Context: an optimization exercise on an open-source flow, tuned for small area. The choices shown serve that exercise and are no tape-out recipe.
RTL that was checked went through simulation tests only; none was proved equivalent to the original.
Power figures rest on the tool's default switching activity, not on a simulated workload.

## ok_stream_tester
module ok_stream_tester(
	input  wire        clk,
	input  wire        rst,
	input  wire        start_timer,
	input  wire        stop_timer,
	input  wire        reset_pattern,
	input  wire [31:0] pattern,
	input  wire        src_almost_full,
	output wire [63:0] src_data,
	output reg         src_valid,
	input  wire        snk_empty,
	output wire        snk_rd_en,
	input  wire        snk_valid,
	input  wire [63:0] snk_data,
	output wire [63:0] clk_counts,
	output reg         timer_on,
	output wire [31:0] error_count
);
Size in the first run: ~1300 cells after synthesis, roughly 270 I/O pins, roughly 13000 sq um of cells after synthesis.
==> flow/config.mk <==
export PLATFORM = sky130hd
export DESIGN_NAME = ok_stream_tester
export DESIGN_NICKNAME = ok_stream_tester
export VERILOG_FILES = /design/flow/design.v
export SDC_FILE = /design/flow/constraint.sdc
export NUM_CORES = 4
export LEC_CHECK = 0
export CAP_MARGIN = 20
export CORE_MARGIN = 2
export CORE_UTILIZATION = 70
export SLEW_MARGIN = 20
==> flow/constraint.sdc <==
create_clock -name core_clock -period 10.0 [get_ports {clk}]
set_input_delay 2.0000 -clock core_clock [delete_from_list [all_inputs] [get_ports {clk}]]
set_output_delay 2.0000 -clock core_clock [all_outputs]
set_load 0.01 [all_outputs]
standard.sh (not shown) runs the stock make flow with config.mk's settings and CLKGATE_MAP_FILE= SYNTH_SCRIPT=/design/flow/synth_recipe.tcl, a recipe that flattens the netlist after the stock synthesis.
==> flow/flow/run.sh <==
#!/bin/bash
# Standard ORFS layout with smaller port buffers and a leaner clock tree.
set -euo pipefail
export BUFFER_PORTS_ARGS="-buffer_cell sky130_fd_sc_hd__buf_1"
export CTS_ARGS="-sink_clustering_enable -repair_clock_nets -dont_use_dummy_load"
bash standard.sh > standard.log 2>&1
Rerun with:
==> flow/flow/run.sh (replaced) <==
#!/bin/bash
# Standard ORFS layout with smaller port buffers and a leaner clock tree.
set -euo pipefail
export BUFFER_PORTS_ARGS="-buffer_cell sky130_fd_sc_hd__buf_1"
export CTS_ARGS="-sink_clustering_enable -repair_clock_nets -dont_use_dummy_load -buf_list sky130_fd_sc_hd__clkbuf_4"
bash standard.sh > standard.log 2>&1
- CORE_UTILIZATION: 70 -> 40
Final cell count rose by roughly a tenth.
Via count fell slightly.
Routed wire length rose by a little under a tenth.
Sequential cell count is unchanged.
Sequential power rose slightly.
Non-clock buffer count rose by 1.
Worst hold slack gets worse by 0.039 ns.
No functional check of the RTL was part of any run of this note.

========
ok_stream_tester, a different RTL version from the one above (not shown whole).
For scale: ~1500 cells after synthesis, roughly 230 flip-flops, about 270 I/O pins, about 0.012 mm² of cells after synthesis.
clock: 10.0 ns
lec_check: 0
abc_area: 1
cap_margin: 0
core_margin: 2
core_utilization: 40
slew_margin: 0
==> flow/flow/run.sh <==
#!/bin/bash
# Standard ORFS layout with smaller port buffers and a leaner clock tree.
set -euo pipefail
export BUFFER_PORTS_ARGS="-buffer_cell sky130_fd_sc_hd__buf_1"
export CTS_ARGS="-sink_clustering_enable -repair_clock_nets -dont_use_dummy_load -buf_list sky130_fd_sc_hd__clkbuf_8 -sink_clustering_size 24 -sink_clustering_max_diameter 60"
bash standard.sh > standard.log 2>&1
Edit:
ABC_AREA = 0   (was 1)
CAP_MARGIN = 20   (was 0)
SLEW_MARGIN = 20   (was 0)
The changed run ran to the end with no violations.
Sequential cell count does not change.
Maximum frequency went up by 5.2%.
Global-route usage went up by 1.8 points.
Clock-buffer cell count goes up by 3.
Die area increases by 2.3%.
Edit:
==> flow/flow/run.sh (replaced) <==
#!/bin/bash
# Standard ORFS layout with smaller port buffers and a leaner clock tree.
set -euo pipefail
export BUFFER_PORTS_ARGS="-buffer_cell sky130_fd_sc_hd__buf_1"
export CTS_ARGS="-sink_clustering_enable -repair_clock_nets -dont_use_dummy_load -buf_list sky130_fd_sc_hd__clkbuf_4 -sink_clustering_size 10 -sink_clustering_max_diameter 40"
bash standard.sh > standard.log 2>&1
ABC_AREA = 1   (was 0)
CAP_MARGIN = 0   (was 20)
SLEW_MARGIN = 0   (was 20)
Final area came out lower by a few percent.
Area after synthesis came out lower by a few percent.
Wire length came out lower by roughly a tenth.
Edit:
==> flow/flow/run.sh (replaced) <==
#!/bin/bash
# Standard ORFS layout with smaller port buffers and a leaner clock tree.
set -euo pipefail
export BUFFER_PORTS_ARGS="-buffer_cell sky130_fd_sc_hd__buf_1"
export CTS_ARGS="-sink_clustering_enable -repair_clock_nets -dont_use_dummy_load -buf_list sky130_fd_sc_hd__clkbuf_16 -sink_clustering_size 30 -sink_clustering_max_diameter 80"
bash standard.sh > standard.log 2>&1
CAP_MARGIN = 20   (was 0)
SLEW_MARGIN = 20   (was 0)
What happened: Non-clock buffer count grows by 1. Total power goes up by 5.9%. Wire length goes down by 0.90%. Worst hold slack stays flat. Utilization is higher by 0.34 points. Count of clock-buffer cells in the layout decreases by 25. Combinational power barely changes. Worst setup slack is worse by 0.12 ns.
Edit:
==> flow/flow/run.sh (replaced) <==
#!/bin/bash
# Standard ORFS layout with smaller port buffers and a leaner clock tree.
set -euo pipefail
export BUFFER_PORTS_ARGS="-buffer_cell sky130_fd_sc_hd__buf_1"
export CTS_ARGS="-sink_clustering_enable -repair_clock_nets -dont_use_dummy_load -buf_list sky130_fd_sc_hd__clkbuf_16 -sink_clustering_size 30 -sink_clustering_max_diameter 150"
bash standard.sh > standard.log 2>&1
CAP_MARGIN = 0   (was 20)
SLEW_MARGIN = 0   (was 20)
- The changed run completed with no timing, DRC or antenna violations
- sequential cell count stays the same
- clock-buffer cell count shrinks by 5
- total power shrinks by 6.5%
- cell area shrinks by 0.99%
- wire length shrinks by 0.81%
- setup slack improved by 0.010 ns
- worst hold slack improved by 0.0068 ns
Edit:
==> flow/flow/run.sh (replaced) <==
#!/bin/bash
# Standard ORFS layout with smaller port buffers and a leaner clock tree.
set -euo pipefail
export BUFFER_PORTS_ARGS="-buffer_cell sky130_fd_sc_hd__buf_1"
export CTS_ARGS="-sink_clustering_enable -repair_clock_nets -dont_use_dummy_load -buf_list sky130_fd_sc_hd__clkbuf_8 -sink_clustering_size 24 -sink_clustering_max_diameter 60"
bash standard.sh > standard.log 2>&1
CAP_MARGIN = 20   (was 0)
SLEW_MARGIN = 20   (was 0)
Result:
- The new run went through all stages and came out clean
- sequential power hardly moves
- total power grows by 2.4%
- utilization is higher by 0.23 points
- non-clock buffer count rose by 1
- worst setup slack improved by 0.035 ns
- hold slack gets worse by 0.0080 ns
- maximum frequency grows by 0.41%
- global-route usage goes up by 0.26 points
- routed wire length increases by 1.4%
- sequential share of layout area drops by 0.16 points

========
## lane 1
RTL: one of the versions met above, not the one the previous note started from.
Size: roughly 1,300 cells after synthesis, roughly 230 flip-flops, ~270 I/O pins, ~13,000 um2 of cells after synthesis.
## ok_stream_tester
module ok_stream_tester(
	input  wire        clk,
	input  wire        rst,
	input  wire        start_timer,
	input  wire        stop_timer,
	input  wire        reset_pattern,
	input  wire [31:0] pattern,
	input  wire        src_almost_full,
	output wire [63:0] src_data,
	output reg         src_valid,
	input  wire        snk_empty,
	output wire        snk_rd_en,
	input  wire        snk_valid,
	input  wire [63:0] snk_data,
	output wire [63:0] clk_counts,
	output reg         timer_on,
	output wire [31:0] error_count
);
==> flow/config.mk <==
export PLATFORM = sky130hd
export DESIGN_NAME = ok_stream_tester
export DESIGN_NICKNAME = ok_stream_tester
export VERILOG_FILES = /design/flow/design.v
export SDC_FILE = /design/flow/constraint.sdc
export NUM_CORES = 4
export LEC_CHECK = 0
export CAP_MARGIN = 20
export CORE_MARGIN = 2
export CORE_UTILIZATION = 70
export SLEW_MARGIN = 20
==> flow/constraint.sdc <==
create_clock -name core_clock -period 10.0 [get_ports {clk}]
set_input_delay 2.0000 -clock core_clock [delete_from_list [all_inputs] [get_ports {clk}]]
set_output_delay 2.0000 -clock core_clock [all_outputs]
set_load 0.01 [all_outputs]
run.sh (not shown) runs the stock make flow with config.mk's settings and CLKGATE_MAP_FILE= SYNTH_SCRIPT=/design/flow/synth_recipe.tcl, a recipe that flattens the netlist after the stock synthesis.
Stock flow here: none of the scripts above is used.
Here is what was changed in the inputs of lane 2 compared with lane 1.
==> flow/flow/run.sh (new file) <==
#!/bin/bash
# Standard ORFS layout with smaller port buffers and a leaner clock tree.
set -euo pipefail
export BUFFER_PORTS_ARGS="-buffer_cell sky130_fd_sc_hd__buf_1"
export CTS_ARGS="-sink_clustering_enable -repair_clock_nets -dont_use_dummy_load -buf_list sky130_fd_sc_hd__clkbuf_8 -sink_clustering_size 18 -sink_clustering_max_diameter 50"
bash standard.sh > standard.log 2>&1
==> flow/standard.sh (new file) <==
#!/bin/bash
# synth_recipe.tcl (not shown) runs the flow's synth.tcl, then flattens the netlist and writes it again
# the make line also repeats each setting of config.mk as NAME=value (left out here)
make -C /OpenROAD-flow-scripts/flow DESIGN_CONFIG=/design/flow/config.mk WORK_HOME=/design/flow/orfs CLKGATE_MAP_FILE= SYNTH_SCRIPT=/design/flow/synth_recipe.tcl "${@:-finish}"
diff --git a/flow/config.mk b/flow/config.mk
--- a/flow/config.mk
+++ b/flow/config.mk
@@ -10 +10 @@
-export CORE_UTILIZATION = 70
+export CORE_UTILIZATION = 40
removed: flow/run.sh
==> comparison <==
Going from lane 1 to lane 2, worst max-slew margin expressed relative to the limit grows by 9.2 points. Diff lane 1 -> lane 2 | average via count per standard cell | down by more than 10%. Area added between synthesis and finish, lane 1 and lane 2: smaller value in lane 2. Higher part of the total power dissipated in combinational logic goes to lane 1 over lane 2. In the reports for lane 1 and lane 2, the larger sequential share of layout area belongs to lane 2. Going from lane 1 to lane 2, combinational group power decreased by about 30% relative to the old numbers, design area moved down. The maximum clock frequency of lane 2 is higher than that of lane 1.
The following lists how lane 3 was set up differently from lane 2:
==> flow/flow/run.sh <==
#!/bin/bash
# Standard ORFS layout with smaller port buffers and a leaner clock tree.
set -euo pipefail
export BUFFER_PORTS_ARGS="-buffer_cell sky130_fd_sc_hd__buf_1"
export CTS_ARGS="-sink_clustering_enable -repair_clock_nets -dont_use_dummy_load -buf_list sky130_fd_sc_hd__clkbuf_16 -sink_clustering_size 30 -sink_clustering_max_diameter 80"
bash standard.sh > standard.log 2>&1
Findings:
- The higher overall power consumption of lane 3 and lane 2 is in lane 2.
- Lane 2 has higher via count of the first global-routing pass than lane 3.
- Cmp lane 3 and lane 2 / worst setup slack / higher: lane 2
- For the number of vias per cell, lane 3 came in 0.45% lower than lane 2 did.
The following lists how lane 4 was set up differently from lane 3:
==> flow/flow/run.sh <==
#!/bin/bash
# Standard ORFS layout with smaller port buffers and a leaner clock tree.
set -euo pipefail
export BUFFER_PORTS_ARGS="-buffer_cell sky130_fd_sc_hd__buf_1"
export CTS_ARGS="-sink_clustering_enable -repair_clock_nets -dont_use_dummy_load -buf_list sky130_fd_sc_hd__clkbuf_8"
bash standard.sh > standard.log 2>&1
### Flow results
[lane 4 vs lane 3] source-to-sink clock delay at the later pin of the worst-skew pair: higher in lane 4
As far as number of failing setup endpoints in the final timing report is concerned, lane 4 and lane 3 perform about the same.
Looking at worst-case hold slack across lane 3 and lane 4, the one that comes out higher is lane 3.
Growth of design area from synthesis to finish in lane 4 is 1.6 points higher than in lane 3
The global-route usage of lane 4 is higher than that of lane 3.
The final period demand of the worst path of lane 4 was superior to that of lane 3.
Across both runs, final worst-path cycle share was lower for lane 4 than for lane 3.
No run of this note included a check of the RTL's function; only the layout flow was run.

==> re-timing with driven ports <==
The results above use ideal ports. As a check the final layouts listed here were re-extracted and re-timed, cells and wires unchanged.
Step 1, drivers: a clkbuf_16 drives clk and a buf_2 each remaining input, both assumed.
Step 2 moves the port delays by t, midway between the first and last clock arrival at a register: inputs arrive t later, outputs are due t later. That takes back most of the time a late clock gives input paths.
a / b / c = ideal ports / drivers / drivers and shift; a / b = the first two.
run	shift t [ns]	setup WS [ns]	worst hold slack (ns)	clock arrival spread, ns	slew at the worst register clock pin (ns)
the first run of note 1	0.548	1.688 / 1.650 / 1.101	0.542 / 0.542 / 0.542	0.034 / 0.035	0.06 / 0.06
the second run of note 1	0.691	1.865 / 1.889 / 1.198	0.503 / 0.503 / 0.503	0.065 / 0.064	0.07 / 0.07
the first run of note 2	0.583	1.531 / 1.523 / 0.940	0.532 / 0.532 / 0.532	0.083 / 0.083	0.10 / 0.10
the second run of note 2	0.606	1.947 / 1.968 / 1.362	0.532 / 0.532 / 0.532	0.064 / 0.064	0.10 / 0.10
the third run of note 2	0.665	1.619 / 1.607 / 0.941	0.532 / 0.532 / 0.532	0.079 / 0.079	0.11 / 0.11
the fourth run of note 2	0.533	1.501 / 1.499 / 0.965	0.532 / 0.532 / 0.532	0.061 / 0.061	0.10 / 0.10
the fifth run of note 2	0.510	1.511 / 1.503 / 0.993	0.539 / 0.539 / 0.539	0.047 / 0.047	0.12 / 0.12
the sixth run of note 2	0.582	1.546 / 1.532 / 0.950	0.531 / 0.531 / 0.531	0.092 / 0.092	0.11 / 0.11
lane 1	0.565	0.797 / 0.817 / 0.252	0.517 / 0.517 / 0.517	0.015 / 0.015	0.07 / 0.07
lane 2	0.554	1.770 / 1.793 / 1.239	0.500 / 0.500 / 0.500	0.058 / 0.058	0.09 / 0.09
lane 3	0.528	1.745 / 1.771 / 1.243	0.510 / 0.510 / 0.510	0.054 / 0.054	0.11 / 0.11
lane 4	0.570	1.781 / 1.804 / 1.235	0.502 / 0.502 / 0.502	0.064 / 0.063	0.06 / 0.06
After both steps setup and hold are still met in every run listed. The setup slack of the third run of note 2, which loses most, moves by -0.012 ns with the drivers and by -0.678 ns with both steps.
